Source: an optimization exercise on an open RTL-to-GDS flow (aim: small area, a short achievable clock period and few clock cycles). Production flows keep margins and buffers that such runs may drop. At most, simulation tests tie the RTL to the original design; equivalence was not proved. No functional check of the RTL was part of runs 7 and 8.

==> design.v <==
module lab9(x,y,z,clk,reset,start,done);
input [7:0]x,y;
input clk,reset;
input start;
output [7:0]z;
output done;
reg [7:0] a, b;
reg busy;
wire [7:0] o = a | b;
wire [7:0] lo = {|o[6:0], |o[5:0], |o[4:0], |o[3:0], |o[2:0], |o[1:0], o[0], 1'b0};
wire [7:0] m0 = ~lo;                      
wire [7:0] m1 = lo & ~{lo[6:0], 1'b0};       
wire a_odd = |(a & m0);
wire b_odd = |(b & m0);
wire d_2 = ~|((a ^ b) & m1);              
wire [6:0] u = a[7:1], v = b[7:1];
wire [6:0] pr = ~(u ^ v);                 
wire [6:0] g = u & ~v;
wire [6:0] t = u | ~v;
wire [6:0] G, T;
wire g10 = g[1] | (t[1] & g[0]),  t10 = t[1] & t[0];
wire g32 = g[3] | (t[3] & g[2]),  t32 = t[3] & t[2];
wire g54 = g[5] | (t[5] & g[4]),  t54 = t[5] & t[4];
wire g20 = g[2] | (t[2] & g10),   t20 = t[2] & t10;
wire g30 = g32 | (t32 & g10),     t30 = t32 & t10;
wire g64 = g[6] | (t[6] & g54),   t64 = t[6] & t54;
assign G[0] = g[0];              assign T[0] = t[0];
assign G[1] = g10;               assign T[1] = t10;
assign G[2] = g20;               assign T[2] = t20;
assign G[3] = g30;               assign T[3] = t30;
assign G[4] = g[4] | (t[4] & g30); assign T[4] = t[4] & t30;
assign G[5] = g54 | (t54 & g30);   assign T[5] = t54 & t30;
assign G[6] = g64 | (t64 & g30);   assign T[6] = t64 & t30;
wire [6:0] c  = {G[5:0], 1'b0};           
wire [6:0] c1 = {G[5:0] | T[5:0], 1'b1};  
wire [6:0] dab = pr ^ c1;                 
wire [6:0] dba = ~(pr ^ c);               
wire a_ge = G[6] | T[6];                  
wire fin = (a == b) | ~|a | ~|b;
assign done = busy & fin;
assign z = o;
always @(posedge clk) begin
	if (reset)
		busy <= 1'b0;
	else if (start)
		busy <= 1'b1;
	else if (fin)
		busy <= 1'b0;
end
wire sh_a  = ~start & ~a_odd;             
wire sh_b  = ~start & a_odd & ~b_odd;     
wire sub   = ~start & a_odd & b_odd;      
wire [6:0] dd = pr ^ (a_ge ? c1 : ~c);    
wire [7:0] dsel = d_2 ? dd[6:1] : dd;
wire [7:0] a_nx = ({8{start}} & x) | ({8{sh_a}} & (a >> 1)) | ({8{sub}} & dsel) | ({8{sh_b}} & a);
wire [7:0] b_nx = ({8{start}} & y) | ({8{sh_b}} & (b >> 1)) | ({8{sub & ~a_ge}} & a)
                | ({8{sh_a | (sub & a_ge)}} & b);
always @(posedge clk) begin
	a <= a_nx;
	b <= b_nx;
end
endmodule
==> flow/run.sh <==
#!/bin/bash
# The standard layout, with the smallest buffer on every input and output port
# instead of the one buffer_ports picks by default.
set -euo pipefail
bash standard.sh "BUFFER_PORTS_ARGS=-buffer_cell sky130_fd_sc_hd__buf_1" finish > standard.log 2>&1
==> standard.sh <==
#!/bin/bash
# synth_recipe.tcl (not shown) runs the flow's synth.tcl, then flattens the netlist and writes it again
# the make line also repeats each setting of config.mk as NAME=value (left out here)
make -C /OpenROAD-flow-scripts/flow DESIGN_CONFIG=/design/flow/config.mk WORK_HOME=/design/flow/orfs CLKGATE_MAP_FILE= SYNTH_SCRIPT=/design/flow/synth_recipe.tcl "${@:-finish}"
==> config.mk <==
export PLATFORM = sky130hd
export DESIGN_NAME = lab9
export DESIGN_NICKNAME = lab9
export VERILOG_FILES = /design/flow/design.v
export SDC_FILE = /design/flow/constraint.sdc
export NUM_CORES = 4
export LEC_CHECK = 0
export CAP_MARGIN = 20
export CORE_MARGIN = 2
export CORE_UTILIZATION = 40
export SETUP_SLACK_MARGIN = 2.25
export SLEW_MARGIN = 20
==> constraint.sdc <==
create_clock -name core_clock -period 5.0 [get_ports {clk}]
set_input_delay 1.0000 -clock core_clock [delete_from_list [all_inputs] [get_ports {clk}]]
set_output_delay 1.0000 -clock core_clock [all_outputs]
set_load 0.01 [all_outputs]
==> flow_summary.ini, run 1 <==
[run_status]
status = finished clean

[clock_network]
tritoncts_clock_tree = yes
cts.hold.buffers_added = 0
root_buffer = sky130_fd_sc_hd__clkbuf_8
cts.htree.levels = 1
clock_tree.buffer_depth = 2
clk_transition_reported_paths_ns = 0.07
clock_sinks = 17
tritoncts.num_buffers = 3
worst_skew_pair.late_latency_ns = 0.26

[cells_and_area]
area_growth_pct = 20.37
net_count_final = 292
diodes = 0
postLayoutCellArea_sq_um = 2063
finish.utilization = 0.5085
drive_gt1_frac = 0.1566

[critical_path]
crit_path_max_fanout = 7
critPathRequiredTime_ns = 4.00
r2r_start = a[4]
critical_path.endpoint_type = output pin
critPathLaunchType = register
type_of_the_worst_setup_path = register to output pin
crit_start = a[6]
worst-endpoint-arrival_ns = 1.78

[synth]
postSynthRegisterBits = 17
synth_enable_flop_cells = 0
post-synth-top-count-cell = sky130_fd_sc_hd__inv_1
yosys-top-cells-area = sky130_fd_sc_hd__dfxtp_1 (20%), sky130_fd_sc_hd__ha_1 (17%), sky130_fd_sc_hd__a221o_1 (8.8%), sky130_fd_sc_hd__inv_1 (7.4%), sky130_fd_sc_hd__nand2_1 (4.6%)
synth_cell_type_count = 40
yosysTopAreaCell = sky130_fd_sc_hd__dfxtp_1
synth_top_cell_area_share = 0.1985
synth_fp_nets = 262
yosys_warn_count = 1
yosys_most_used_dff = sky130_fd_sc_hd__dfxtp_1
post_synth_most_frequent_cells = sky130_fd_sc_hd__inv_1 (34), sky130_fd_sc_hd__ha_1 (23), sky130_fd_sc_hd__nand2_1 (21)
synth-seq-area-share = 0.1985
share_of_flip_flops_with_an_asynchronous_set_or_reset_after_synthesis = 0
netlist_instances = 220
syn_std_cell_area_sq_um = 1714
synth.avg_cell_area_sq_um = 7.792

[placed_design]
io_buffer_count = 27
globalplace.congestion = 0.9053
dp_hpwl_um = 3688
placed_area_sq_um = 1857

[route]
wirelength_um = 4832
first_iter_violations = 78
drt-pass1-iter-count = 4
via_count = 1704
detail_route.vias_per_cell = 5.699
drtAntennaViolNets = 0
wl_per_cell_um = 16.16
drc_errors = 0

[die]
io-pin-count = 28
placeableCoreArea_sq_um = 4058
die-height_um = 69.46
initial_util = 0.4224
dieWidth_um = 69.46
design.die.area_sq_um = 4825
core.rowCount = 23

[grt]
grt_pass1_vias = 1623
number_of_antenna_violations_at_the_first_check_in_global_routing = 0
grt_pass1_wl_um = 7831
grt_start_max_net_pins = 32
grt_util_all_layers = 0.1970
grt.overflow.total = 0

[sta]
timing.slew.headroom = 0.5616
timing.final.max_slew_violations = 0
clock_skew_ns = 0.001267
layout_worst_path_cycle_share = 0.5554
totalNegativeSetupSlack_ns = 0
worstMarginPinSlew_ns = 0.6575
finalHoldViolCount = 0
peak_freq_mhz = 360.1
setup_viol = 0
rsz_0062_raised_after_global_routing = yes
finalCriticalPeriod_ns = 2.777

[flow_run]
drv.max_cap_violation_count = 0

[min_path]
hold_path.class = register to register
timing.hold.worst.start = a[7]
==> layout make-up <==
type	count	area [sq um]
fillers	400	1994
well taps	50	62.56
inverters	35	131.4
multi-input cells	162	1292
clock buffers	3	41.29
flip-flops and latches	17	385.4
clock inverters	1	5.005
repair buffers	31	145.1
==> what timing repair did <==
action / CTS / global route
resized for setup: 27 / 10
cloned: 0 / 0
pin swaps: 3 / 0
setup buffers: 3 / 0
setup endpoints to repair: 8 / 7
==> registers in the layout, indices dropped and copies added (netlist names) <==
| name | count |
|---|---|
| busy | 1 |
| a | 8 |
| b | 8 |
==> worst max-delay path, stage by stage (launching register included) <==
cell	delay, ns
sky130_fd_sc_hd__dfxtp_4	0.39
sky130_fd_sc_hd__inv_1	0.07
sky130_fd_sc_hd__ha_1	0.37
sky130_fd_sc_hd__nor4_2	0.27
sky130_fd_sc_hd__nand2_1	0.11
sky130_fd_sc_hd__a31oi_1	0.15
sky130_fd_sc_hd__buf_2	0.16
==> logic make-up (layout without fill, tap and decap cells) <==
kind of cell | after synthesis | in the layout | share of synthesized area
compound gates | 73 | 73 | 0.3277
xor+xnor | 6 | 6 | 0.03066
fa+ha+maj | 23 | 23 | 0.1679
buf+inv | 41 | 70 | 0.09343
flops | 17 | 17 | 0.1985
mux | 4 | 4 | 0.02336
simple gates | 56 | 56 | 0.1584
==> metrics by stage <==
stage	instances	setup slack [ns]	hold WS (ns)
after floorplan	220	2.614	0.5011
after global placement	292	2.023	0.5348
after global routing	299	2.137	0.5475
after detailed placement	292	2.072	0.5560
final	299	2.223	0.5171
after CTS	299	2.246	0.5166
==> placed cells by master (no fill, tap or decap), types with 4 or more instances in the layout <==
cell,instances
sky130_fd_sc_hd__ha_4,4
sky130_fd_sc_hd__o21ai_0,9
sky130_fd_sc_hd__a22oi_1,6
sky130_fd_sc_hd__nor4_1,5
sky130_fd_sc_hd__nand2b_1,5
sky130_fd_sc_hd__buf_1,26
sky130_fd_sc_hd__mux2i_1,4
sky130_fd_sc_hd__ha_1,19
sky130_fd_sc_hd__a221o_1,15
sky130_fd_sc_hd__a211oi_1,4
sky130_fd_sc_hd__dfxtp_2,6
sky130_fd_sc_hd__a21oi_1,13
sky130_fd_sc_hd__nor2_1,7
sky130_fd_sc_hd__dfxtp_4,10
sky130_fd_sc_hd__a21boi_1,6
sky130_fd_sc_hd__inv_1,33
sky130_fd_sc_hd__nand3_1,9
sky130_fd_sc_hd__nand2_1,21
==> metal layers <==
layer / GRT usage / share of wire / vias to the layer above / routed length (um)
li1: - / - / 859 / -
met1: 0.2774 / 0.47 / 796 / 2275
met2: 0.3269 / 0.47 / 40 / 2280
met3: 0.01599 / 0.037 / 9 / 177
met4: 0.04357 / 0.020 / 0 / 99
met5: 0 / 0 / - / 0
==> worst paths after layout <==
check	end	slack (ns)	cells past startpoint
hold / removal	a[7]	0.52	2
setup reg to reg	a[5]	2.46	8
hold reg to reg	a[7]	0.52	2
setup / recovery	done	2.22	6
Testbench counts, summed over its fixed seeds: cycles 24,549.
==> run 2: changes to the inputs <==
--- a/config.mk
+++ b/config.mk
@@ -9,4 +9,4 @@
 export CORE_MARGIN = 2
 export CORE_UTILIZATION = 40
-export SETUP_SLACK_MARGIN = 2.25
+export SETUP_SLACK_MARGIN = 1.75
 export SLEW_MARGIN = 20
==> flow_summary.ini, run 2 <==
[synth]
synth_enable_flop_cells = 0
post_synth_most_frequent_cells = sky130_fd_sc_hd__inv_1 (34), sky130_fd_sc_hd__ha_1 (23), sky130_fd_sc_hd__nand2_1 (21)
synth-seq-area-share = 0.1985
synth_fp_nets = 262
yosys_warn_count = 1
synth_top_cell_area_share = 0.1985
synth_cell_type_count = 40
synth.area.mux_share = 0.02336
postSynthRegisterBits = 17
post-synth-top-count-cell = sky130_fd_sc_hd__inv_1
synth-xor-area-share = 0.03066
netlist_instances = 220
yosys.area_share.simple = 0.1584
synth.avg_cell_area_sq_um = 7.792
yosys-top-cells-area = sky130_fd_sc_hd__dfxtp_1 (20%), sky130_fd_sc_hd__ha_1 (17%), sky130_fd_sc_hd__a221o_1 (8.8%), sky130_fd_sc_hd__inv_1 (7.4%), sky130_fd_sc_hd__nand2_1 (4.6%)
synth_compound_gate_area_share = 0.3277
synth_top_family_by_area = compound AO/OA/AOI/OAI gates
yosysTopAreaCell = sky130_fd_sc_hd__dfxtp_1
synthAdderAreaFrac = 0.1679
yosys_most_used_dff = sky130_fd_sc_hd__dfxtp_1
share_of_flip_flops_with_an_asynchronous_set_or_reset_after_synthesis = 0
syn_std_cell_area_sq_um = 1714

[sta]
clock_skew_ns = 0.003976
totalNegativeSetupSlack_ns = 0
rsz_0062_raised_after_global_routing = no
timing.final.max_slew_violations = 0
layout_worst_path_cycle_share = 0.5998
setup_viol = 0
timing.slew.headroom = 0.3653
finalCriticalPeriod_ns = 2.999
finalHoldViolCount = 0
worstMarginPinSlew_ns = 0.9520
worst_hold_slack_ns = 0.5646
peak_freq_mhz = 333.5

[min_path]
min_delay_path_depth = 2
hold_path.class = register to register
timing.hold.worst.start = a[7]
hold-path-endpoint = a[7]

[critical_path]
r2r_start = b[1]
cp_slowest_cell = sky130_fd_sc_hd__a311oi_4
register_to_register_path_setup_slack_ns = 2.00
critPathLaunchType = register
critPathTopFamily = compound AO/OA/AOI/OAI gates
worst-endpoint-arrival_ns = 3.15
slowest_delay_ns = 0.84
worstPathCellList = inv_1 -> ha_1 -> nand2b_1 -> a21o_1 -> a311oi_4 -> o211ai_1 -> o21ai_1 -> xnor2_1 -> a221o_1
crit_path_max_fanout = 17
type_of_the_worst_setup_path = register to register
critPathBufInv = 1
critPathRequiredTime_ns = 5.15
critical_path.endpoint_type = register
timing.reg2reg.worst_path_depth = 9
crit-reg2reg-capture = a[2]

[route]
detail_route.vias_per_cell = 5.591
drtAntennaViolNets = 0
via_count = 1655
first_iter_violations = 72
drc_errors = 0
wl_per_cell_um = 15.75
wirelength_um = 4662
drt-pass1-iter-count = 4

[placed_design]
io_buffer_count = 27
globalplace.congestion = 0.9053
dp_hpwl_um = 3688

[clock_network]
cts.hold.buffers_added = 0
clk_transition_reported_paths_ns = 0.07
tritoncts.num_buffers = 3
tritoncts_clock_tree = yes
root_buffer = sky130_fd_sc_hd__clkbuf_8
cts.htree.levels = 1
clock_tree.buffer_depth = 2
worst_skew_pair.late_latency_ns = 0.26
clock_sinks = 17

[grt]
grt_pass1_vias = 1605
grt_util_all_layers = 0.1939
number_of_antenna_violations_at_the_first_check_in_global_routing = 0
grt_start_max_net_pins = 32
grt_pass1_wl_um = 7714
grt.overflow.total = 0

[cells_and_area]
drive_gt1_frac = 0.04472
leading_cell_types_in_the_layout_fill_and_taps_excluded = sky130_fd_sc_hd__inv_1 (34), sky130_fd_sc_hd__buf_1 (27), sky130_fd_sc_hd__ha_1 (23)
diodes = 0
finish.utilization = 0.4699
area_growth_pct = 11.24
net_count_final = 289
layout.cells.most_common = sky130_fd_sc_hd__inv_1
top_regs = a: 8 flops, b: 8 flops, busy: 1 flops

[die]
placeableCoreArea_sq_um = 4058
initial_util = 0.4224
core.rowCount = 23
dieWidth_um = 69.46
io-pin-count = 28
die-height_um = 69.46
design.die.area_sq_um = 4825

[run_status]
status = finished clean

[flow_run]
drv.max_cap_violation_count = 0
==> run 2: cell counts after synthesis <==
No cell type changed its count.
==> run 2: layer usage <==
layer | vias to the layer above | part of all wire | global-route usage | wire length (um)
li1 | 854 | - | - | -
met1 | 746 | 0.48 | 0.2756 | 2242
met2 | 46 | 0.45 | 0.3088 | 2110
met3 | 9 | 0.048 | 0.01890 | 222
met4 | 0 | 0.019 | 0.05882 | 87
met5 | - | 0 | 0 | 0
==> run 2: layout make-up <==
| cell class | instances | area [sq um] |
|---|---|---|
| clock buffer | 3 | 41.29 |
| clock inverter | 1 | 5.005 |
| fill | 420 | 2151 |
| inverter | 35 | 131.4 |
| multi-input combinational | 162 | 1217 |
| sequential | 17 | 340.3 |
| tap | 50 | 62.56 |
| timing repair buffer | 28 | 108.9 |
==> run 2: worst register-to-register path, stage by stage (launching register included) <==
cell	delay, ns
sky130_fd_sc_hd__dfxtp_1	0.47
sky130_fd_sc_hd__inv_1	0.12
sky130_fd_sc_hd__ha_1	0.22
sky130_fd_sc_hd__nand2b_1	0.15
sky130_fd_sc_hd__a21o_1	0.25
sky130_fd_sc_hd__a311oi_4	0.84
sky130_fd_sc_hd__o211ai_1	0.18
sky130_fd_sc_hd__o21ai_1	0.16
sky130_fd_sc_hd__xnor2_1	0.14
sky130_fd_sc_hd__a221o_1	0.36
==> run 2: worst max path at each step <==
| stage | from | endpoint | slack, ns | depth (start not counted) |
|---|---|---|---|---|
| floorplan | a[1] | done | 2.61 | 5 |
| global placement | a[1] | a[5] | 2.02 | 9 |
| detailed placement | a[1] | a[5] | 2.07 | 9 |
| CTS | a[1] | done | 2.02 | 6 |
| global route | a[1] | done | 1.84 | 6 |
| finish | b[1] | a[2] | 2.00 | 9 |
==> run 2: stage by stage <==
step | cell area (sq um) | setup slack (ns) | instances
floorplan | 1714 | 2.614 | 220
global placement | 1857 | 2.023 | 292
detailed placement | 1857 | 2.072 | 292
CTS | 1903 | 2.015 | 296
global route | 1907 | 1.835 | 296
finish | 1907 | 2.001 | 296
==> run 2: kinds of logic after synthesis <==
family	after synthesis
AOI/OAI and AO/OA	73
DFF	17
xor gates and xnor gates	6
adders and majority gates	23
muxes	4
and+or+nand+nor	56
buffers and inverters	41
==> run 2: what timing repair did <==
item                       4_1_cts  5_1_grt
resized for setup                0        1
buffers inserted                 0        0
setup endpoints to repair        0        3
==> run 3: changes to the inputs <==
--- a/config.mk
+++ b/config.mk
@@ -9,4 +9,4 @@
 export CORE_MARGIN = 2
 export CORE_UTILIZATION = 40
-export SETUP_SLACK_MARGIN = 1.75
+export SETUP_SLACK_MARGIN = 2.1
 export SLEW_MARGIN = 20
==> flow_summary.ini, run 3 <==
[run_status]
status = finished clean

[route]
via_count = 1683
highest_layer = met4
detailroute.wirelength.met2_um = 2126
m1WireLength_um = 2309
wirelength_um = 4682
drtAntennaViolNets = 0
met3WireLength_um = 164
wl_per_cell_um = 15.61
drc_errors = 0
detail_route.vias_per_cell = 5.610
drt-pass1-iter-count = 4
first_iter_violations = 74

[grt]
grt_start_max_net_pins = 32
grt.overflow.total = 0
grt_pass1_vias = 1606
grt_util_all_layers = 0.1939
grt_pass1_wl_um = 7714
number_of_antenna_violations_at_the_first_check_in_global_routing = 0

[synth]
yosys-top-cells-area = sky130_fd_sc_hd__dfxtp_1 (20%), sky130_fd_sc_hd__ha_1 (17%), sky130_fd_sc_hd__a221o_1 (8.8%), sky130_fd_sc_hd__inv_1 (7.4%), sky130_fd_sc_hd__nand2_1 (4.6%)
post_synth_most_frequent_cells = sky130_fd_sc_hd__inv_1 (34), sky130_fd_sc_hd__ha_1 (23), sky130_fd_sc_hd__nand2_1 (21)
syn_std_cell_area_sq_um = 1714
synth_cell_type_count = 40
synth_fp_nets = 262
synth_top_cell_area_share = 0.1985
synth_enable_flop_cells = 0
share_of_flip_flops_with_an_asynchronous_set_or_reset_after_synthesis = 0
yosys_warn_count = 1
yosys_most_used_dff = sky130_fd_sc_hd__dfxtp_1
postSynthRegisterBits = 17
post-synth-top-count-cell = sky130_fd_sc_hd__inv_1
yosysTopAreaCell = sky130_fd_sc_hd__dfxtp_1
netlist_instances = 220
synth-seq-area-share = 0.1985
synth.avg_cell_area_sq_um = 7.792

[clock_network]
clk_transition_reported_paths_ns = 0.07
root_buffer = sky130_fd_sc_hd__clkbuf_8
tritoncts_clock_tree = yes
clock_tree.buffer_depth = 2
cts.hold.buffers_added = 0
tritoncts.num_buffers = 3
cts.htree.levels = 1
clock_sinks = 17
worst_skew_pair.late_latency_ns = 0.26

[die]
design.die.area_sq_um = 4825
placeableCoreArea_sq_um = 4058
io-pin-count = 28
dieWidth_um = 69.46
core.rowCount = 23
die-height_um = 69.46
initial_util = 0.4224

[sta]
setup_viol = 0
peak_freq_mhz = 349.5
worst_hold_slack_ns = 0.5216
clock_skew_ns = 0.003163
timing.slew.headroom = 0.5138
finalCriticalPeriod_ns = 2.861
worstMarginPinSlew_ns = 0.7237
timing.final.max_slew_violations = 0
timing.final.ws_setup_ns = 2.139
layout_worst_path_cycle_share = 0.5722
rsz_0062_raised_after_global_routing = yes
finalHoldViolCount = 0
totalNegativeSetupSlack_ns = 0

[critical_path]
timing.reg2reg.worst_path_depth = 8
critical_path.endpoint_type = output pin
critPathRequiredTime_ns = 4.00
type_of_the_worst_setup_path = register to output pin
worst-endpoint-arrival_ns = 1.86
critPathLaunchType = register
crit_path_max_fanout = 7

[placed_design]
globalplace.congestion = 0.9053
dp_worst_setup_slack_ns = 2.072
dp_hpwl_um = 3688
io_buffer_count = 27

[cells_and_area]
regArea_sq_um = 354.1
top_regs = a: 8 flops, b: 8 flops, busy: 1 flops
diodes = 0
fillers = 414
leading_cell_types_in_the_layout_fill_and_taps_excluded = sky130_fd_sc_hd__inv_1 (34), sky130_fd_sc_hd__buf_1 (26), sky130_fd_sc_hd__ha_1 (23)
net_count_final = 293
multi_input_gate_area_sq_um = 1224
area_growth_pct = 14.23
drive_gt1_frac = 0.1120
layout.cells.most_common = sky130_fd_sc_hd__inv_1
finish.utilization = 0.4826

[min_path]
hold_path.class = register to register
min_delay_path_depth = 2

[flow_run]
drv.max_cap_violation_count = 0
-- run 3: changes by cell type in the layout (fill, tap and decap cells not counted), sizes merged --
cell,previous run,this run
buf,28,31
clkbuf,3,4
-- run 3: final cells by class --
cell class              count  area share
clock inverters             1    0.002556
flip-flops and latches     17      0.1808
clock buffers               3     0.02109
well taps                  50     0.03195
multi-input cells         162      0.6249
repair buffers             32     0.07157
inverters                  35     0.06709
-- run 3: per-layer routing --
layer  up-vias  GRT usage
met5         -          0
met4         0    0.05882
met3         9    0.01890
met2        43     0.3088
met1       769     0.2756
li1        862          -
-- run 3: cell families (layout without fill, tap and decap cells) --
logic type,after synthesis,after routing,share of synthesized area
fa+ha+maj,23,23,0.1679
compound gates,73,73,0.3277
simple gates,56,56,0.1584
xor+xnor,6,6,0.03066
buf+inv,41,71,0.09343
mux,4,4,0.02336
flops,17,17,0.1985
-- run 3: through the flow --
stage / area [sq um] / std cells
after floorplan: 1714 / 220
after global placement: 1857 / 292
after detailed placement: 1857 / 292
after CTS: 1916 / 296
after global routing: 1958 / 300
final: 1958 / 300
-- run 3: final timing paths --
path | start | to | slack [ns]
max | a[1] | done | 2.14
min | a[7] | a[7] | 0.52
max reg2reg | a[4] | a[2] | 2.30
min reg2reg | a[7] | a[7] | 0.52
-- run 3: repair_timing --
item | in CTS | in global routing
buffers inserted | 0 | 4
endpoints found under the hold margin | 0 | 0
endpoints found under the setup margin | 3 | 6
pin swaps | 0 | 1
cloned | 0 | 0
gates resized for setup | 8 | 6
-- run 3: worst max-delay path, cell delays in order, from the launching register on --
cell,delay (ns)
sky130_fd_sc_hd__dfxtp_2,0.40
sky130_fd_sc_hd__inv_1,0.10
sky130_fd_sc_hd__ha_1,0.37
sky130_fd_sc_hd__nor4_2,0.30
sky130_fd_sc_hd__nand2_1,0.11
sky130_fd_sc_hd__a31oi_1,0.16
sky130_fd_sc_hd__clkbuf_2,0.16
==> run 4: changes to the inputs <==
--- a/config.mk
+++ b/config.mk
@@ -9,4 +9,6 @@
 export CORE_MARGIN = 2
 export CORE_UTILIZATION = 40
-export SETUP_SLACK_MARGIN = 2.1
+export CTS_CLUSTER_DIAMETER = 200
+export CTS_CLUSTER_SIZE = 30
+export SETUP_SLACK_MARGIN = 2.0
 export SLEW_MARGIN = 20
==> flow_summary.ini, run 4 <==
[placed_design]
globalplace.congestion = 0.9053
dp_hpwl_um = 3688
io_buffer_count = 27
dp_worst_setup_slack_ns = 2.072

[sta]
timing.final.ws_setup_ns = 2.122
timing.slew.headroom = 0.3709
clock_skew_ns = 0.003214
worstMarginPinSlew_ns = 0.9436
setup_viol = 0
totalNegativeSetupSlack_ns = 0
peak_freq_mhz = 347.4
finalHoldViolCount = 0
timing.final.max_slew_violations = 0
layout_worst_path_cycle_share = 0.5757
finalCriticalPeriod_ns = 2.878
rsz_0062_raised_after_global_routing = no

[synth]
synth_top_cell_area_share = 0.1985
yosys.area_share.simple = 0.1584
synth_cell_type_count = 40
synth_enable_flop_cells = 0
synth-xor-area-share = 0.03066
syn_std_cell_area_sq_um = 1714
synth-seq-area-share = 0.1985
post_synth_most_frequent_cells = sky130_fd_sc_hd__inv_1 (34), sky130_fd_sc_hd__ha_1 (23), sky130_fd_sc_hd__nand2_1 (21)
netlist_instances = 220
yosys-top-cells-area = sky130_fd_sc_hd__dfxtp_1 (20%), sky130_fd_sc_hd__ha_1 (17%), sky130_fd_sc_hd__a221o_1 (8.8%), sky130_fd_sc_hd__inv_1 (7.4%), sky130_fd_sc_hd__nand2_1 (4.6%)
synth.area.mux_share = 0.02336
post-synth-top-count-cell = sky130_fd_sc_hd__inv_1
synth_compound_gate_area_share = 0.3277
yosys_warn_count = 1
yosysTopAreaCell = sky130_fd_sc_hd__dfxtp_1
synth_fp_nets = 262
postSynthRegisterBits = 17
yosys_most_used_dff = sky130_fd_sc_hd__dfxtp_1
share_of_flip_flops_with_an_asynchronous_set_or_reset_after_synthesis = 0
synthAdderAreaFrac = 0.1679
synth_top_family_by_area = compound AO/OA/AOI/OAI gates
synth.avg_cell_area_sq_um = 7.792

[cells_and_area]
layout.cells.most_common = sky130_fd_sc_hd__inv_1
net_count_final = 289
diodes = 0
leading_cell_types_in_the_layout_fill_and_taps_excluded = sky130_fd_sc_hd__inv_1 (34), sky130_fd_sc_hd__buf_1 (27), sky130_fd_sc_hd__ha_1 (23)
fillers = 414
top_regs = a: 8 flops, b: 8 flops, busy: 1 flops
area_growth_pct = 12.34
multi_input_gate_area_sq_um = 1224
regArea_sq_um = 352.8
drive_gt1_frac = 0.08943

[clock_network]
clock_tree.buffer_depth = 2
tritoncts.num_buffers = 3
tritoncts_clock_tree = yes
cts_post_setup_buffers_inserted = 0
worst_skew_pair.late_latency_ns = 0.26
clk_transition_reported_paths_ns = 0.07
clock_sinks = 17
root_buffer = sky130_fd_sc_hd__clkbuf_8
cts.htree.levels = 1

[die]
io-pin-count = 28
dieWidth_um = 69.46
die-height_um = 69.46
placeableCoreArea_sq_um = 4058
core.rowCount = 23
initial_util = 0.4224
design.die.area_sq_um = 4825

[route]
first_iter_violations = 76
detailroute.wirelength.met2_um = 2132
via_count = 1661
wl_per_cell_um = 15.79
wirelength_um = 4675
m1WireLength_um = 2303
drtAntennaViolNets = 0
drc_errors = 0
drt-pass1-iter-count = 4
met3WireLength_um = 155
highest_layer = met4
detail_route.vias_per_cell = 5.611

[critical_path]
worst-endpoint-arrival_ns = 3.03
critPathRequiredTime_ns = 5.15
r2r_start = b[1]
crit_path_max_fanout = 17
critPathLaunchType = register
crit_start = b[1]
critical_path.endpoint_type = register
type_of_the_worst_setup_path = register to register

[grt]
grt_pass1_wl_um = 7714
number_of_antenna_violations_at_the_first_check_in_global_routing = 0
grt_util_all_layers = 0.1939
grt.overflow.total = 0
grt_start_max_net_pins = 32
grt_pass1_vias = 1605

[run_status]
status = finished clean

[flow_run]
drv.max_cap_violation_count = 0

[min_path]
hold_path.class = register to register
timing.hold.worst.start = a[7]
run 4: cell counts after synthesis:
Identical to the previous run, type by type.
run 4: area by class of cell:
type / instances / area share
Inverter: 35 / 0.06823
Clock buffer: 3 / 0.02144
Multi-Input combinational cell: 162 / 0.6355
Tap cell: 50 / 0.03249
Clock inverter: 1 / 0.002599
Timing Repair Buffer: 28 / 0.05653
Sequential cell: 17 / 0.1832
run 4: logic make-up (layout without fill, tap and decap cells):
| group | count (synthesis) | in the layout |
|---|---|---|
| buffers and inverters | 41 | 67 |
| multiplexers | 4 | 4 |
| XOR/XNOR | 6 | 6 |
| AND/OR/NAND/NOR | 56 | 56 |
| AO/OA/AOI/OAI | 73 | 73 |
| flip-flops | 17 | 17 |
| adder cells (fa/ha/maj) | 23 | 23 |
run 4: timing repair:
| action | CTS | global route |
|---|---|---|
| endpoints found under the setup margin | 0 | 8 |
| hold buffers | 0 | 0 |
| gates resized for setup | 0 | 12 |
run 4: critical path: stages (launching register included):
cell                       delay (ns)
sky130_fd_sc_hd__dfxtp_2         0.40
sky130_fd_sc_hd__inv_1           0.09
sky130_fd_sc_hd__ha_1            0.21
sky130_fd_sc_hd__nand2b_1        0.15
sky130_fd_sc_hd__a21o_1          0.25
sky130_fd_sc_hd__a311oi_4        0.84
sky130_fd_sc_hd__o211ai_1        0.18
sky130_fd_sc_hd__o21ai_1         0.16
sky130_fd_sc_hd__xnor2_1         0.14
sky130_fd_sc_hd__a221o_1         0.36
run 4: worst paths after layout:
path / end / slack, ns / depth (start not counted)
worst max-delay path: a[2] / 2.12 / 9
worst min-delay path: a[7] / 0.52 / 2
worst max register to register: a[2] / 2.12 / 9
worst min register to register: a[7] / 0.52 / 2
run 4: metal layers:
| layer | vias up | global-route usage |
|---|---|---|
| met3 | 9 | 0.01890 |
| li1 | 855 | - |
| met4 | 0 | 0.05882 |
| met1 | 760 | 0.2756 |
| met5 | - | 0 |
| met2 | 37 | 0.3088 |
run 4: per-stage QoR:
step                      utilization  hold WS (ns)  cell area, sq um  std cells
after CTS                      0.4690        0.5635              1903        296
final                          0.4746        0.5218              1926        296
after floorplan                     -        0.5011              1714        220
after global routing           0.4746        0.5534              1926        296
after global placement         0.4576        0.5348              1857        292
after detailed placement       0.4576        0.5560              1857        292
==> run 5: changes to the inputs <==
--- a/config.mk
+++ b/config.mk
@@ -8,7 +8,5 @@
 export CAP_MARGIN = 20
 export CORE_MARGIN = 2
-export CORE_UTILIZATION = 40
-export CTS_CLUSTER_DIAMETER = 200
-export CTS_CLUSTER_SIZE = 30
+export CORE_UTILIZATION = 65
 export SETUP_SLACK_MARGIN = 2.0
 export SLEW_MARGIN = 20
==> flow_summary.ini, run 5 <==
[route]
wl_per_cell_um = 17.14
drc_errors = 0
drt-pass1-iter-count = 5
drtAntennaViolNets = 0
via_count = 1772
first_iter_violations = 130
wirelength_um = 4730
detail_route.vias_per_cell = 6.420

[synth]
post_synth_most_frequent_cells = sky130_fd_sc_hd__inv_1 (34), sky130_fd_sc_hd__ha_1 (23), sky130_fd_sc_hd__nand2_1 (21)
synth_cell_type_count = 40
synth_top_cell_area_share = 0.1985
syn_std_cell_area_sq_um = 1714
yosys_most_used_dff = sky130_fd_sc_hd__dfxtp_1
post-synth-top-count-cell = sky130_fd_sc_hd__inv_1
synth_enable_flop_cells = 0
yosys-top-cells-area = sky130_fd_sc_hd__dfxtp_1 (20%), sky130_fd_sc_hd__ha_1 (17%), sky130_fd_sc_hd__a221o_1 (8.8%), sky130_fd_sc_hd__inv_1 (7.4%), sky130_fd_sc_hd__nand2_1 (4.6%)
synth-seq-area-share = 0.1985
synth.avg_cell_area_sq_um = 7.792
netlist_instances = 220
synth_fp_nets = 262
postSynthRegisterBits = 17
yosysTopAreaCell = sky130_fd_sc_hd__dfxtp_1
yosys_warn_count = 1
share_of_flip_flops_with_an_asynchronous_set_or_reset_after_synthesis = 0

[sta]
rsz_0062_raised_after_global_routing = no
clock_skew_ns = 0.005722
timing.final.max_slew_violations = 0
finalCriticalPeriod_ns = 2.927
worstMarginPinSlew_ns = 0.8292
totalNegativeSetupSlack_ns = 0
timing.slew.headroom = 0.4472
finalHoldViolCount = 0
peak_freq_mhz = 341.7
layout_worst_path_cycle_share = 0.5854
setup_viol = 0

[grt]
grt_pass1_vias = 1630
grt_util_all_layers = 0.3114
grt_start_max_net_pins = 32
grt.overflow.total = 0
number_of_antenna_violations_at_the_first_check_in_global_routing = 0
grt_pass1_wl_um = 7714

[critical_path]
worst-endpoint-arrival_ns = 1.93
critPathRequiredTime_ns = 4.00
crit_path_max_fanout = 6
slowest_delay_ns = 0.42
critPathBufInv = 2
critPathLaunchType = register
critical_path.endpoint_type = output pin
type_of_the_worst_setup_path = register to output pin
critPathTopFamily = simple AND/OR/NAND/NOR gates
cp_slowest_cell = sky130_fd_sc_hd__dfxtp_2
worstPathCellList = inv_1 -> ha_1 -> nor4_2 -> nand2_1 -> a31oi_1 -> buf_1

[run_status]
status = finished clean

[die]
die-height_um = 55.36
placeableCoreArea_sq_um = 2477
initial_util = 0.6919
design.die.area_sq_um = 3064
io-pin-count = 28
core.rowCount = 18
dieWidth_um = 55.36

[cells_and_area]
finish.utilization = 0.7732
layout.cells.most_common = sky130_fd_sc_hd__inv_1
diodes = 0
leading_cell_types_in_the_layout_fill_and_taps_excluded = sky130_fd_sc_hd__inv_1 (34), sky130_fd_sc_hd__buf_1 (27), sky130_fd_sc_hd__ha_1 (22)
area_growth_pct = 11.75
postLayoutCellArea_sq_um = 1916
drive_gt1_frac = 0.1057
top_regs = a: 8 flops, b: 8 flops, busy: 1 flops
net_count_final = 289

[clock_network]
tritoncts.num_buffers = 3
root_buffer = sky130_fd_sc_hd__clkbuf_4
cts.htree.levels = 1
worst_skew_pair.late_latency_ns = 0.31
tritoncts_clock_tree = yes
clock_sinks = 17
cts_post_setup_buffers_inserted = 0
clock_tree.buffer_depth = 2
clk_transition_reported_paths_ns = 0.10

[placed_design]
placed_area_sq_um = 1832
dp_hpwl_um = 3452
globalplace.congestion = 0.9976
io_buffer_count = 27

[flow_run]
drv.max_cap_violation_count = 0

[min_path]
hold_path.class = register to register
-- run 5: cell families after synthesis --
kind of cell | after synthesis | synth area share
adders and majority gates | 23 | 0.1679
AOI/OAI and AO/OA | 73 | 0.3277
muxes | 4 | 0.02336
buffers and inverters | 41 | 0.09343
and+or+nand+nor | 56 | 0.1584
DFF | 17 | 0.1985
xor gates and xnor gates | 6 | 0.03066
-- run 5: area by class of cell --
class,count,area [sq um]
Clock buffer,4,26.28
Timing Repair Buffer,28,108.9
Fill cell,188,561.8
Tap cell,30,37.54
Multi-Input combinational cell,162,1242
Inverter,35,131.4
Sequential cell,17,369.1
-- run 5: worst paths after layout --
check	startpoint	to	slack, ns	cells past startpoint
max reg2reg	a[4]	a[2]	2.23	9
max	b[5]	done	2.07	6
min	a[7]	a[7]	0.54	2
min reg2reg	a[7]	a[7]	0.54	2
-- run 5: worst reg2reg max path, stage by stage, from the launching register on --
cell                        delay, ns
sky130_fd_sc_hd__dfxtp_4         0.39
sky130_fd_sc_hd__inv_1           0.17
sky130_fd_sc_hd__ha_1            0.26
sky130_fd_sc_hd__nand2b_1        0.19
sky130_fd_sc_hd__a2111oi_2       0.11
sky130_fd_sc_hd__a311oi_4        0.75
sky130_fd_sc_hd__o211ai_1        0.21
sky130_fd_sc_hd__o21ai_1         0.16
sky130_fd_sc_hd__xnor2_1         0.11
sky130_fd_sc_hd__a221o_1         0.34
-- run 5: timing repair --
item | CTS | global route
hold buffers | 0 | 0
endpoints found under the setup margin | 1 | 14
gates resized for setup | 3 | 19
-- run 5: through the flow --
step / worst slack, ns / std cells / hold WS [ns]
6_report: 2.073 / 276 / 0.5446
3_3_place_gp: 2.125 / 272 / 0.5116
3_5_place_dp: 2.080 / 272 / 0.5404
2_1_floorplan: 2.614 / 220 / 0.5011
5_1_grt: 1.984 / 276 / 0.5707
4_1_cts: 2.010 / 276 / 0.5481
-- run 5: routing by layer --
metal / wire [um] / vias to the layer above / global-route usage
met4: 95 / 0 / 0.1289
met2: 2278 / 100 / 0.4932
met3: 403 / 10 / 0.03747
met5: 0 / - / 0
li1: - / 857 / -
met1: 1952 / 805 / 0.4265
==> run 6: changes to the inputs <==
--- a/config.mk
+++ b/config.mk
@@ -8,5 +8,6 @@
 export CAP_MARGIN = 20
 export CORE_MARGIN = 2
-export CORE_UTILIZATION = 65
+export CORE_UTILIZATION = 40
+export PLACE_DENSITY = 0.85
 export SETUP_SLACK_MARGIN = 2.0
 export SLEW_MARGIN = 20
==> flow_summary.ini, run 6 <==
[die]
placeableCoreArea_sq_um = 4058
core.rowCount = 23
dieWidth_um = 69.46
initial_util = 0.4224
design.die.area_sq_um = 4825
io-pin-count = 28
die-height_um = 69.46

[clock_network]
clock_sinks = 17
tritoncts.num_buffers = 3
cts_post_setup_buffers_inserted = 0
worst_skew_pair.late_latency_ns = 0.26
clk_transition_reported_paths_ns = 0.06
root_buffer = sky130_fd_sc_hd__clkbuf_8
clock_tree.buffer_depth = 2
tritoncts_clock_tree = yes
cts.htree.levels = 1

[sta]
finalCriticalPeriod_ns = 2.962
setup_viol = 0
timing.final.max_slew_violations = 0
worstMarginPinSlew_ns = 0.8519
peak_freq_mhz = 337.7
worst_hold_slack_ns = 0.5322
clock_skew_ns = 0.001893
layout_worst_path_cycle_share = 0.5923
timing.slew.headroom = 0.4321
finalHoldViolCount = 0
totalNegativeSetupSlack_ns = 0
rsz_0062_raised_after_global_routing = no

[synth]
syn_std_cell_area_sq_um = 1714
postSynthRegisterBits = 17
yosys_most_used_dff = sky130_fd_sc_hd__dfxtp_1
synth.avg_cell_area_sq_um = 7.792
share_of_flip_flops_with_an_asynchronous_set_or_reset_after_synthesis = 0
synth_cell_type_count = 40
synth-seq-area-share = 0.1985
yosys_warn_count = 1
yosys-top-cells-area = sky130_fd_sc_hd__dfxtp_1 (20%), sky130_fd_sc_hd__ha_1 (17%), sky130_fd_sc_hd__a221o_1 (8.8%), sky130_fd_sc_hd__inv_1 (7.4%), sky130_fd_sc_hd__nand2_1 (4.6%)
synth_enable_flop_cells = 0
yosysTopAreaCell = sky130_fd_sc_hd__dfxtp_1
netlist_instances = 220
post_synth_most_frequent_cells = sky130_fd_sc_hd__inv_1 (34), sky130_fd_sc_hd__ha_1 (23), sky130_fd_sc_hd__nand2_1 (21)
synth_top_cell_area_share = 0.1985
synth_fp_nets = 262
post-synth-top-count-cell = sky130_fd_sc_hd__inv_1

[grt]
grt_util_all_layers = 0.2050
grt_pass1_wl_um = 8211
grt_pass1_vias = 1724
number_of_antenna_violations_at_the_first_check_in_global_routing = 0
grt.overflow.total = 0
grt_start_max_net_pins = 32

[critical_path]
critPathLaunchType = register
type_of_the_worst_setup_path = register to output pin
critPathRequiredTime_ns = 4.00
critical_path.endpoint_type = output pin
worst-endpoint-arrival_ns = 1.96
crit_path_max_fanout = 6

[cells_and_area]
regArea_sq_um = 361.6
layout.cells.most_common = sky130_fd_sc_hd__inv_1
fillers = 400
drive_gt1_frac = 0.1057
leading_cell_types_in_the_layout_fill_and_taps_excluded = sky130_fd_sc_hd__inv_1 (34), sky130_fd_sc_hd__buf_1 (27), sky130_fd_sc_hd__ha_1 (23)
area_growth_pct = 13.21
diodes = 0
top_regs = a: 8 flops, b: 8 flops, busy: 1 flops
net_count_final = 289
multi_input_gate_area_sq_um = 1230

[route]
wl_per_cell_um = 16.21
first_iter_violations = 148
drt-pass1-iter-count = 4
drc_errors = 0
wirelength_um = 4797
drtAntennaViolNets = 0
detail_route.vias_per_cell = 5.956
via_count = 1763

[placed_design]
dp_hpwl_um = 3661
globalplace.congestion = 0.9158
io_buffer_count = 27

[run_status]
status = finished clean

[min_path]
hold_path.class = register to register

[flow_run]
drv.max_cap_violation_count = 0
## run 6: changes by cell type in the layout (fill, tap and decap cells not counted)
cell,previous run,this run
sky130_fd_sc_hd__clkbuf_1,1,0
sky130_fd_sc_hd__clkinv_2,0,1
sky130_fd_sc_hd__ha_1,22,23
sky130_fd_sc_hd__dfxtp_2,8,11
sky130_fd_sc_hd__dfxtp_4,5,2
sky130_fd_sc_hd__clkbuf_4,3,0
sky130_fd_sc_hd__ha_4,1,0
sky130_fd_sc_hd__clkbuf_8,0,3
## run 6: worst max-delay path: stages (launching register included)
cell                      delay, ns
sky130_fd_sc_hd__dfxtp_2       0.41
sky130_fd_sc_hd__inv_1         0.08
sky130_fd_sc_hd__ha_1          0.37
sky130_fd_sc_hd__nor4_2        0.34
sky130_fd_sc_hd__nand2_1       0.16
sky130_fd_sc_hd__a31oi_1       0.17
sky130_fd_sc_hd__buf_1         0.17
## run 6: layout make-up
type,instances,area share
Inverter,35,0.06770
Clock buffer,3,0.02128
Timing Repair Buffer,28,0.05609
Sequential cell,17,0.1863
Multi-Input combinational cell,162,0.6338
Tap cell,50,0.03224
Clock inverter,1,0.002579
## run 6: repair_timing
| action | CTS | global route |
|---|---|---|
| setup endpoints to repair | 1 | 8 |
| resized for setup | 3 | 15 |
| pin swaps | 0 | 1 |
| hold buffers | 0 | 0 |
## run 6: path summary, 6_finish.rpt
kind                            start    to  slack (ns)  depth (start not counted)
worst max-delay path             b[7]  done        2.04                          6
worst min-delay path             a[7]  a[7]        0.53                          2
worst max register to register   a[4]  a[3]        2.19                          8
worst min register to register   a[7]  a[7]        0.53                          2
## run 6: cells by family after synthesis
| logic type | count (synthesis) | share of synthesized area |
|---|---|---|
| buf+inv | 41 | 0.09343 |
| xor+xnor | 6 | 0.03066 |
| flops | 17 | 0.1985 |
| mux | 4 | 0.02336 |
| compound gates | 73 | 0.3277 |
| simple gates | 56 | 0.1584 |
| fa+ha+maj | 23 | 0.1679 |
## run 6: metrics by stage
step	instances	setup WS, ns	area, sq um	util
2_1_floorplan	220	2.614	1714	-
5_1_grt	296	2.002	1941	0.4783
6_report	296	2.038	1941	0.4783
4_1_cts	296	2.015	1907	0.4699
3_5_place_dp	292	2.066	1857	0.4576
3_3_place_gp	292	2.101	1857	0.4576
## run 6: per-layer routing
metal	up-vias	wire length, um	global-route usage
met5	-	0	0
met4	0	110	0.09804
met3	11	575	0.05087
met2	119	2144	0.3013
met1	778	1966	0.2784
li1	855	-	-
==> run 7: changes to the inputs <==
--- a/design.v
+++ b/design.v
@@ -14,4 +14,5 @@
 wire b_odd = |(b & m0);
 wire d_2 = ~|((a ^ b) & m1);              
+wire d_3 = d_2 & ~|((a ^ b) & {m1[6:0], 1'b0});  
 wire [6:0] u = a[7:1], v = b[7:1];
 wire [6:0] pr = ~(u ^ v);                 
@@ -52,5 +53,5 @@
 wire sub   = ~start & a_odd & b_odd;      
 wire [6:0] dd = pr ^ (a_ge ? c1 : ~c);    
-wire [7:0] dsel = d_2 ? dd[6:1] : dd;
+wire [7:0] dsel = ({8{~d_2}} & dd) | ({8{d_2 & ~d_3}} & dd[6:1]) | ({8{d_3}} & dd[6:2]);
 wire [7:0] a_nx = ({8{start}} & x) | ({8{sh_a}} & (a >> 1)) | ({8{sub}} & dsel) | ({8{sh_b}} & a);
 wire [7:0] b_nx = ({8{start}} & y) | ({8{sh_b}} & (b >> 1)) | ({8{sub & ~a_ge}} & a)
--- a/config.mk
+++ b/config.mk
@@ -9,5 +9,4 @@
 export CORE_MARGIN = 2
 export CORE_UTILIZATION = 40
-export PLACE_DENSITY = 0.85
 export SETUP_SLACK_MARGIN = 2.0
 export SLEW_MARGIN = 20
==> flow_summary.ini, run 7 <==
[run_status]
status = finished clean

[placed_design]
globalplace.congestion = 0.9230
dp_worst_setup_slack_ns = 2.070
io_buffer_count = 27
placed_cells = 315
dp_hpwl_um = 4194

[synth]
synth_enable_flop_cells = 0
yosys_most_used_dff = sky130_fd_sc_hd__dfxtp_1
share_of_flip_flops_with_an_asynchronous_set_or_reset_after_synthesis = 0
synth.area.mux_share = 0.01549
synth_fp_nets = 280
postSynthRegisterBits = 17
synth_top_family_by_area = compound AO/OA/AOI/OAI gates
synth-seq-area-share = 0.1756
syn_std_cell_area_sq_um = 1938
post-synth-top-count-cell = sky130_fd_sc_hd__inv_1
yosys_warn_count = 1
synth_top_cell_area_share = 0.1756
post_synth_most_frequent_cells = sky130_fd_sc_hd__inv_1 (29), sky130_fd_sc_hd__ha_1 (22), sky130_fd_sc_hd__nand2_1 (22)
synth_cell_type_count = 63
netlist_instances = 239
synth.avg_cell_area_sq_um = 8.109
synth-xor-area-share = 0.02711
synthAdderAreaFrac = 0.1420
yosys.area_share.simple = 0.2511
yosys-top-cells-area = sky130_fd_sc_hd__dfxtp_1 (18%), sky130_fd_sc_hd__ha_1 (14%), sky130_fd_sc_hd__inv_1 (5.6%), sky130_fd_sc_hd__nand2_1 (4.3%), sky130_fd_sc_hd__a221o_1 (4.1%)
yosysTopAreaCell = sky130_fd_sc_hd__dfxtp_1
synth_compound_gate_area_share = 0.3125

[clock_network]
clock_sinks = 17
cts.hold.buffers_added = 0
cts.htree.levels = 1
worst_skew_pair.late_latency_ns = 0.27
tritoncts.num_buffers = 3
cts_post_setup_buffers_inserted = 0
root_buffer = sky130_fd_sc_hd__clkbuf_8
clk_transition_reported_paths_ns = 0.08
tritoncts_clock_tree = yes
clock_tree.buffer_depth = 2

[cells_and_area]
regArea_sq_um = 361.6
fillers = 479
area_growth_pct = 11.17
diodes = 0
post_layout_nonfiller_instances = 319
leading_cell_types_in_the_layout_fill_and_taps_excluded = sky130_fd_sc_hd__inv_1 (29), sky130_fd_sc_hd__buf_1 (27), sky130_fd_sc_hd__nand2_1 (22), sky130_fd_sc_hd__ha_1 (22)
drive_gt1_frac = 0.1245
top_regs = a: 8 flops, b: 8 flops, busy: 1 flops
net_count_final = 307
layout.cells.most_common = sky130_fd_sc_hd__inv_1
multi_input_gate_area_sq_um = 1463

[sta]
worstMarginPinSlew_ns = 1.017
rsz_0062_raised_after_global_routing = no
layout_worst_path_cycle_share = 0.5773
clock_skew_ns = 0.009607
totalNegativeSetupSlack_ns = 0
setup_viol = 0
timing.final.max_slew_violations = 0
finalCriticalPeriod_ns = 2.886
timing.final.ws_setup_ns = 2.114
timing.slew.headroom = 0.3172
finalHoldViolCount = 0
peak_freq_mhz = 346.4

[route]
detail_route.vias_per_cell = 6.034
drt-pass1-iter-count = 6
m1WireLength_um = 2558
highest_layer = met4
via_count = 1925
first_iter_violations = 134
wirelength_um = 5356
met3WireLength_um = 343
drtAntennaViolNets = 0
detailroute.wirelength.met2_um = 2393
wl_per_cell_um = 16.79
drc_errors = 0

[grt]
grt_start_max_net_pins = 21
grt.overflow.total = 0
number_of_antenna_violations_at_the_first_check_in_global_routing = 0
grt_pass1_vias = 1805
grt_util_all_layers = 0.2126
grt_pass1_wl_um = 8928

[min_path]
min_delay_path_depth = 2
hold_path.class = register to register

[die]
core.rowCount = 25
io-pin-count = 28
initial_util = 0.4131
die-height_um = 73.61
dieWidth_um = 73.61
placeableCoreArea_sq_um = 4692
design.die.area_sq_um = 5418

[critical_path]
crit_path_max_fanout = 7
critPathLaunchType = register
register_to_register_path_setup_slack_ns = 2.21
timing.reg2reg.worst_path_depth = 9
worst-endpoint-arrival_ns = 1.89
critical_path.endpoint_type = output pin
critPathRequiredTime_ns = 4.00
type_of_the_worst_setup_path = register to output pin

[flow_run]
drv.max_cap_violation_count = 0
[run 7: worst max-delay path: stages (launching register included)]
cell	delay, ns
sky130_fd_sc_hd__dfxtp_2	0.42
sky130_fd_sc_hd__inv_1	0.09
sky130_fd_sc_hd__ha_1	0.37
sky130_fd_sc_hd__nor4_2	0.28
sky130_fd_sc_hd__nand2_1	0.14
sky130_fd_sc_hd__a31oi_1	0.15
sky130_fd_sc_hd__buf_1	0.17
[run 7: worst paths after layout]
path | from | to
min | busy | busy
max | a[2] | done
max reg2reg | b[1] | a[1]
min reg2reg | busy | busy
[run 7: per-layer routing]
| metal | vias to the layer above | global-route usage |
|---|---|---|
| li1 | 940 | - |
| met1 | 913 | 0.3056 |
| met2 | 65 | 0.3264 |
| met3 | 7 | 0.04115 |
| met4 | 0 | 0.05051 |
| met5 | - | 0 |
[run 7: metrics by stage]
step           utilization  instance area, sq um  hold WS [ns]
3_5_place_dp        0.4416                  2072        0.4751
6_report            0.4592                  2155        0.4917
4_1_cts             0.4531                  2126        0.4874
3_3_place_gp        0.4416                  2072        0.4772
5_1_grt             0.4592                  2155        0.5184
2_1_floorplan            -                  1938        0.4446
[run 7: area by class of cell]
| type | instances | area share |
|---|---|---|
| repair buffers | 27 | 0.04704 |
| clock buffers | 3 | 0.01916 |
| inverters | 30 | 0.05226 |
| flip-flops and latches | 17 | 0.1678 |
| clock inverters | 1 | 0.003484 |
| multi-input cells | 187 | 0.6789 |
| well taps | 54 | 0.03136 |
[run 7: what timing repair did]
item                                    in CTS  in global routing
endpoints found under the hold margin        0                  0
resized for setup                            4                 12
endpoints found under the setup margin       1                  1
[run 7: logic make-up (layout without fill, tap and decap cells)]
| group | after synthesis | count (layout) |
|---|---|---|
| AND/OR/NAND/NOR | 85 | 85 |
| AO/OA/AOI/OAI | 71 | 71 |
| buffers and inverters | 35 | 61 |
| adder cells (fa/ha/maj) | 22 | 22 |
| flip-flops | 17 | 17 |
| XOR/XNOR | 6 | 6 |
| multiplexers | 3 | 3 |
==> run 8: changes to the inputs <==
--- a/design.v
+++ b/design.v
@@ -53,5 +53,5 @@
 wire sub   = ~start & a_odd & b_odd;      
 wire [6:0] dd = pr ^ (a_ge ? c1 : ~c);    
-wire [7:0] dsel = ({8{~d_2}} & dd) | ({8{d_2 & ~d_3}} & dd[6:1]) | ({8{d_3}} & dd[6:2]);
+wire [7:0] dsel = d_3 ? dd[6:2] : d_2 ? dd[6:1] : dd;
 wire [7:0] a_nx = ({8{start}} & x) | ({8{sh_a}} & (a >> 1)) | ({8{sub}} & dsel) | ({8{sh_b}} & a);
 wire [7:0] b_nx = ({8{start}} & y) | ({8{sh_b}} & (b >> 1)) | ({8{sub & ~a_ge}} & a)
==> flow_summary.ini, run 8 <==
[cells_and_area]
net_count_final = 317
leading_cell_types_in_the_layout_fill_and_taps_excluded = sky130_fd_sc_hd__inv_1 (30), sky130_fd_sc_hd__buf_1 (27), sky130_fd_sc_hd__nand2_1 (23), sky130_fd_sc_hd__ha_1 (23), sky130_fd_sc_hd__o21ai_0 (18)
top_regs = a: 8 flops, b: 8 flops, busy: 1 flops
diodes = 0
drive_gt1_frac = 0.09124
area_growth_pct = 11.55
layout.cells.most_common = sky130_fd_sc_hd__inv_1
post_layout_nonfiller_instances = 341

[critical_path]
register_to_register_path_setup_slack_ns = 2.18
r2r_start = a[5]
type_of_the_worst_setup_path = register to output pin
worst-endpoint-arrival_ns = 1.90
crit_start = a[1]
worstPathCellList = inv_1 -> ha_1 -> nor4_1 -> nand2_1 -> a31oi_1 -> buf_1
slowest_delay_ns = 0.45
cp_slowest_cell = sky130_fd_sc_hd__dfxtp_1
crit_path_max_fanout = 7
critical_path.endpoint_type = output pin
critPathRequiredTime_ns = 4.00
critPathLaunchType = register

[placed_design]
globalplace.congestion = 0.8588
dp_hpwl_um = 4163
placed_cells = 336
io_buffer_count = 27

[grt]
grt_util_all_layers = 0.2076
grt_pass1_vias = 1884
grt_pass1_wl_um = 8970
number_of_antenna_violations_at_the_first_check_in_global_routing = 0
grt_start_max_net_pins = 38
grt.overflow.total = 0

[clock_network]
clock_sinks = 17
cts.hold.buffers_added = 0
cts.htree.levels = 1
clk_transition_reported_paths_ns = 0.07
tritoncts_clock_tree = yes
worst_skew_pair.late_latency_ns = 0.25
clock_tree.buffer_depth = 2
tritoncts.num_buffers = 3
root_buffer = sky130_fd_sc_hd__clkbuf_8

[synth]
yosys-top-cells-area = sky130_fd_sc_hd__dfxtp_1 (17%), sky130_fd_sc_hd__ha_1 (15%), sky130_fd_sc_hd__inv_1 (5.8%), sky130_fd_sc_hd__a221o_1 (5.1%), sky130_fd_sc_hd__o21ai_0 (4.6%)
synth_top_cell_area_share = 0.1746
share_of_flip_flops_with_an_asynchronous_set_or_reset_after_synthesis = 0
post-synth-top-count-cell = sky130_fd_sc_hd__inv_1
synth-seq-area-share = 0.1746
yosysTopAreaCell = sky130_fd_sc_hd__dfxtp_1
synth_cell_type_count = 58
synth.avg_cell_area_sq_um = 7.860
synth_enable_flop_cells = 0
yosys_most_used_dff = sky130_fd_sc_hd__dfxtp_1
post_synth_most_frequent_cells = sky130_fd_sc_hd__inv_1 (30), sky130_fd_sc_hd__ha_1 (23), sky130_fd_sc_hd__nand2_1 (23)
yosys_warn_count = 1
postSynthRegisterBits = 17
syn_std_cell_area_sq_um = 1949
synth_fp_nets = 290
netlist_instances = 248

[sta]
layout_worst_path_cycle_share = 0.5802
timing.final.max_slew_violations = 0
worstMarginPinSlew_ns = 0.5724
timing.slew.headroom = 0.6155
rsz_0062_raised_after_global_routing = yes
peak_freq_mhz = 344.7
totalNegativeSetupSlack_ns = 0
setup_viol = 0
clock_skew_ns = 0.004077
finalHoldViolCount = 0
finalCriticalPeriod_ns = 2.901

[min_path]
timing.hold.worst.start = a[7]
hold_path.class = register to register

[die]
initial_util = 0.4127
die-height_um = 73.81
dieWidth_um = 73.81
io-pin-count = 28
core.rowCount = 25
placeableCoreArea_sq_um = 4723
design.die.area_sq_um = 5448

[run_status]
status = finished clean

[route]
drtAntennaViolNets = 0
drc_errors = 0
wirelength_um = 5220
first_iter_violations = 139
wl_per_cell_um = 15.31
drt-pass1-iter-count = 4
detail_route.vias_per_cell = 5.581
via_count = 1903

[flow_run]
drv.max_cap_violation_count = 0
==> run 8: cell count changes after synthesis, sizes merged, moves of 3 or more <==
cell | before | now
clkbuf | 2 | 5
nand3b | 4 | 1
a21oi | 9 | 13
a22oi | 3 | 11
o31ai | 6 | 2
o221ai | 0 | 3
a21boi | 9 | 2
a222oi | 6 | 1
o21ai | 5 | 21
nand3 | 11 | 3
==> run 8: cell type report <==
class	count	area, sq um
inverter	31	116.4
timing repair buffer	29	116.4
fill	483	2549
sequential	17	347.8
tap	67	83.83
multi-input combinational	193	1465
clock buffer	4	45.04
==> run 8: logic make-up (layout without fill, tap and decap cells) <==
kind of cell | Yosys count | after routing | share of synthesized area
DFF | 17 | 17 | 0.1746
muxes | 7 | 7 | 0.03915
AOI/OAI and AO/OA | 83 | 83 | 0.3203
adders and majority gates | 23 | 23 | 0.1476
buffers and inverters | 38 | 64 | 0.07381
xor gates and xnor gates | 6 | 6 | 0.02696
and+or+nand+nor | 74 | 74 | 0.2176
==> run 8: repair_timing <==
item,CTS,global route
setup buffers,0,1
setup endpoints to repair,0,2
gates resized for setup,0,6
==> run 8: stage by stage <==
stage / util / area (sq um) / setup slack [ns] / hold slack (ns)
2_1_floorplan: - / 1949 / 2.551 / 0.5000
3_3_place_gp: 0.4477 / 2115 / 2.174 / 0.5237
3_5_place_dp: 0.4477 / 2115 / 2.149 / 0.5347
4_1_cts: 0.4572 / 2160 / 2.014 / 0.5507
5_1_grt: 0.4604 / 2175 / 1.953 / 0.5898
6_report: 0.4604 / 2175 / 2.099 / 0.5209
==> run 8: critical path: cells and delay by family, from the launching register on <==
family	cells	cell delay, ns
AO/OA/AOI/OAI	1	0.14
adder cells (fa/ha/maj)	1	0.36
buffers and inverters	2	0.28
flip-flops	1	0.45
AND/OR/NAND/NOR	2	0.42
==> run 8: final timing paths <==
check	end	depth (start not counted)
hold reg to reg	a[7]	2
setup / recovery	done	6
setup reg to reg	a[4]	10
hold / removal	a[7]	2
==> run 8: per-layer routing <==
layer / GRT usage / routed length [um] / vias to the layer above / share of wire
li1: - / - / 971 / -
met1: 0.2900 / 2463 / 876 / 0.47
met2: 0.3472 / 2448 / 52 / 0.47
met3: 0.01783 / 276 / 4 / 0.053
met4: 0.04242 / 31 / 0 / 0.0059
met5: 0 / 0 / - / 0
==> run 9: changes to the inputs <==
--- a/design.v
+++ b/design.v
@@ -14,5 +14,4 @@
 wire b_odd = |(b & m0);
 wire d_2 = ~|((a ^ b) & m1);              
-wire d_3 = d_2 & ~|((a ^ b) & {m1[6:0], 1'b0});  
 wire [6:0] u = a[7:1], v = b[7:1];
 wire [6:0] pr = ~(u ^ v);                 
@@ -53,5 +52,5 @@
 wire sub   = ~start & a_odd & b_odd;      
 wire [6:0] dd = pr ^ (a_ge ? c1 : ~c);    
-wire [7:0] dsel = d_3 ? dd[6:2] : d_2 ? dd[6:1] : dd;
+wire [7:0] dsel = d_2 ? dd[6:1] : dd;
 wire [7:0] a_nx = ({8{start}} & x) | ({8{sh_a}} & (a >> 1)) | ({8{sub}} & dsel) | ({8{sh_b}} & a);
 wire [7:0] b_nx = ({8{start}} & y) | ({8{sh_b}} & (b >> 1)) | ({8{sub & ~a_ge}} & a)
--- a/config.mk
+++ b/config.mk
@@ -6,4 +6,5 @@
 export NUM_CORES = 4
 export LEC_CHECK = 0
+export ABC_AREA = 1
 export CAP_MARGIN = 20
 export CORE_MARGIN = 2
==> flow_summary.ini, run 9 <==
[synth]
post_synth_most_frequent_cells = sky130_fd_sc_hd__nand2_1 (85), sky130_fd_sc_hd__inv_1 (49), sky130_fd_sc_hd__nand3_1 (35)
post-synth-top-count-cell = sky130_fd_sc_hd__nand2_1
yosys_warn_count = 1
yosys-top-cells-area = sky130_fd_sc_hd__dfxtp_1 (18%), sky130_fd_sc_hd__nand2_1 (17%), sky130_fd_sc_hd__ha_1 (15%), sky130_fd_sc_hd__inv_1 (9.9%), sky130_fd_sc_hd__nand3_1 (9.4%)
synth-seq-area-share = 0.1828
synth.avg_cell_area_sq_um = 6.104
synth_enable_flop_cells = 0
postSynthRegisterBits = 17
synth_cell_type_count = 26
synth_top_cell_area_share = 0.1828
share_of_flip_flops_with_an_asynchronous_set_or_reset_after_synthesis = 0
synth_fp_nets = 347

[critical_path]
worstPathCellList = inv_1 -> ha_4 -> inv_1 -> nand4_1 -> nor4_2 -> nor3_1 -> inv_1 -> nand2_1 -> inv_1 -> clkbuf_2
critPathBufInv = 5
critPathRequiredTime_ns = 4.00
cp_slowest_cell = sky130_fd_sc_hd__dfxtp_1
slowest_delay_ns = 0.33

[cells_and_area]
leading_cell_types_in_the_layout_fill_and_taps_excluded = sky130_fd_sc_hd__nand2_1 (85), sky130_fd_sc_hd__inv_1 (44), sky130_fd_sc_hd__nand3_1 (35)
postLayoutCellArea_sq_um = 2122
area_growth_pct = 13.98
diodes = 0

[clock_network]
root_buffer = sky130_fd_sc_hd__clkbuf_8
tritoncts_clock_tree = yes
clk_transition_reported_paths_ns = 0.07
worst_skew_pair.late_latency_ns = 0.25

[die]
core.rowCount = 24
dieWidth_um = 72.23
placeableCoreArea_sq_um = 4414

[placed_design]
io_buffer_count = 27
dp_hpwl_um = 4181
placed_area_sq_um = 2017

[sta]
layout_worst_path_cycle_share = 0.5824
worstMarginPinSlew_ns = 0.8638
clock_skew_ns = 0.003413
totalNegativeSetupSlack_ns = 0
timing.final.max_slew_violations = 0

[run_status]
status = finished clean

[grt]
grt.met2_usage = 0.3242
number_of_antenna_violations_at_the_first_check_in_global_routing = 0
grt_pass1_wl_um = 8611
grt_use_met1 = 0.3121
grt_util_all_layers = 0.2074

[route]
via_count = 1997
drt-pass1-iter-count = 5
drtAntennaViolNets = 0
wl_per_cell_um = 13.66
run 9: changes by cell type in the layout (fill, tap and decap cells not counted), sizes merged, moves of 6 or more:
cell / delta
a21oi: +6
a221o: -10
a22oi: -11
inv: +19
nand2: +72
nand2b: -6
nand3: +32
nor2: +19
nor4: -6
run 9: metrics by stage:
step	utilization	setup WS [ns]	cells	hold slack, ns
2_1_floorplan	-	2.660	305	0.4331
3_3_place_gp	0.4569	2.276	382	0.4488
3_5_place_dp	0.4569	2.293	382	0.4553
4_1_cts	0.4671	2.007	386	0.4657
5_1_grt	0.4807	1.970	386	0.4939
6_report	0.4807	2.088	386	0.4635
run 9: tightest hold or removal path: cells and delay by family, from the launching register on:
family	cells	cell delay, ns
flip-flops	1	0.31
AND/OR/NAND/NOR	1	0.06
AO/OA/AOI/OAI	1	0.05
run 9: layout make-up:
| type | instances | area, sq um | area share |
|---|---|---|---|
| Sequential cell | 17 | 355.3 | 0.1675 |
| Inverter | 50 | 187.7 | 0.08844 |
| Tap cell | 52 | 65.06 | 0.03066 |
| Clock buffer | 4 | 45.04 | 0.02123 |
| Multi-Input combinational cell | 236 | 1366 | 0.6439 |
| Timing Repair Buffer | 27 | 102.6 | 0.04835 |
run 9: routing by layer:
layer | wire (um) | up-vias
li1 | - | 1038
met1 | 2639 | 903
met2 | 2330 | 50
met3 | 248 | 6
met4 | 55 | 0
met5 | 0 | -
run 9: worst paths after layout:
check	start	end	slack, ns	cells past startpoint
setup / recovery	b[7]	done	2.09	10
hold / removal	busy	busy	0.46	2
setup reg to reg	a[4]	a[0]	2.72	13
hold reg to reg	busy	busy	0.46	2
run 9: logic make-up (layout without fill, tap and decap cells):
group / after synthesis / in the layout / share of synthesized area
compound gates: 42 / 42 / 0.1297
fa+ha+maj: 23 / 23 / 0.1546
buf+inv: 52 / 81 / 0.1069
flops: 17 / 17 / 0.1828
simple gates: 171 / 171 / 0.4261
run 9: timing repair:
action / 4_1_cts / 5_1_grt
gates resized for setup: 0 / 21
setup endpoints to repair: 0 / 1
hold buffers: 0 / 0
endpoints found under the hold margin: 0 / 0
Testbench counts of run 9, summed over its fixed seeds: cycles 24,549.

-- separate check: timing with driven ports --
The results above use ideal ports. As a check the final layouts listed here were re-extracted and re-timed, cells and wires unchanged.
Step 1: set_driving_cell puts a clkbuf_16 on clk and a buf_2 on each other input, an assumption about the parent block.
Step 2 adds t to the input delays and takes it off the output delays; t is the mean of the earliest and latest rising clock arrival at the registers after step 1. Input paths then give back, and output paths get back, about the clock's delay inside the block.
a / b / c = no drivers / after step 1 / after step 2; a / b = the first two.
run | t (ns) | setup slack, ns | worst setup path at the end | worst data-port slew with drivers (ns)
run 1 | 0.280 | 2.223 / 2.199 / 2.459 | register to register | 0.03
run 2 | 0.281 | 2.001 / 1.981 / 2.001 | register to register | 0.03
run 3 | 0.281 | 2.139 / 2.113 / 2.303 | register to register | 0.03
run 4 | 0.281 | 2.122 / 2.099 / 2.122 | register to register | 0.03
run 5 | 0.330 | 2.073 / 2.053 / 2.234 | register to register | 0.03
run 6 | 0.282 | 2.038 / 2.016 / 2.190 | register to register | 0.03
run 7 | 0.294 | 2.114 / 2.086 / 2.016 | input to register | 0.03
run 8 | 0.273 | 2.099 / 2.076 / 2.181 | register to register | 0.03
run 9 | 0.278 | 2.088 / 2.063 / 2.288 | input to register | 0.03
After both steps every run listed still meets setup and hold. The setup slack of run 7, which loses most, moves by -0.028 ns with the drivers and by -0.098 ns with both steps.
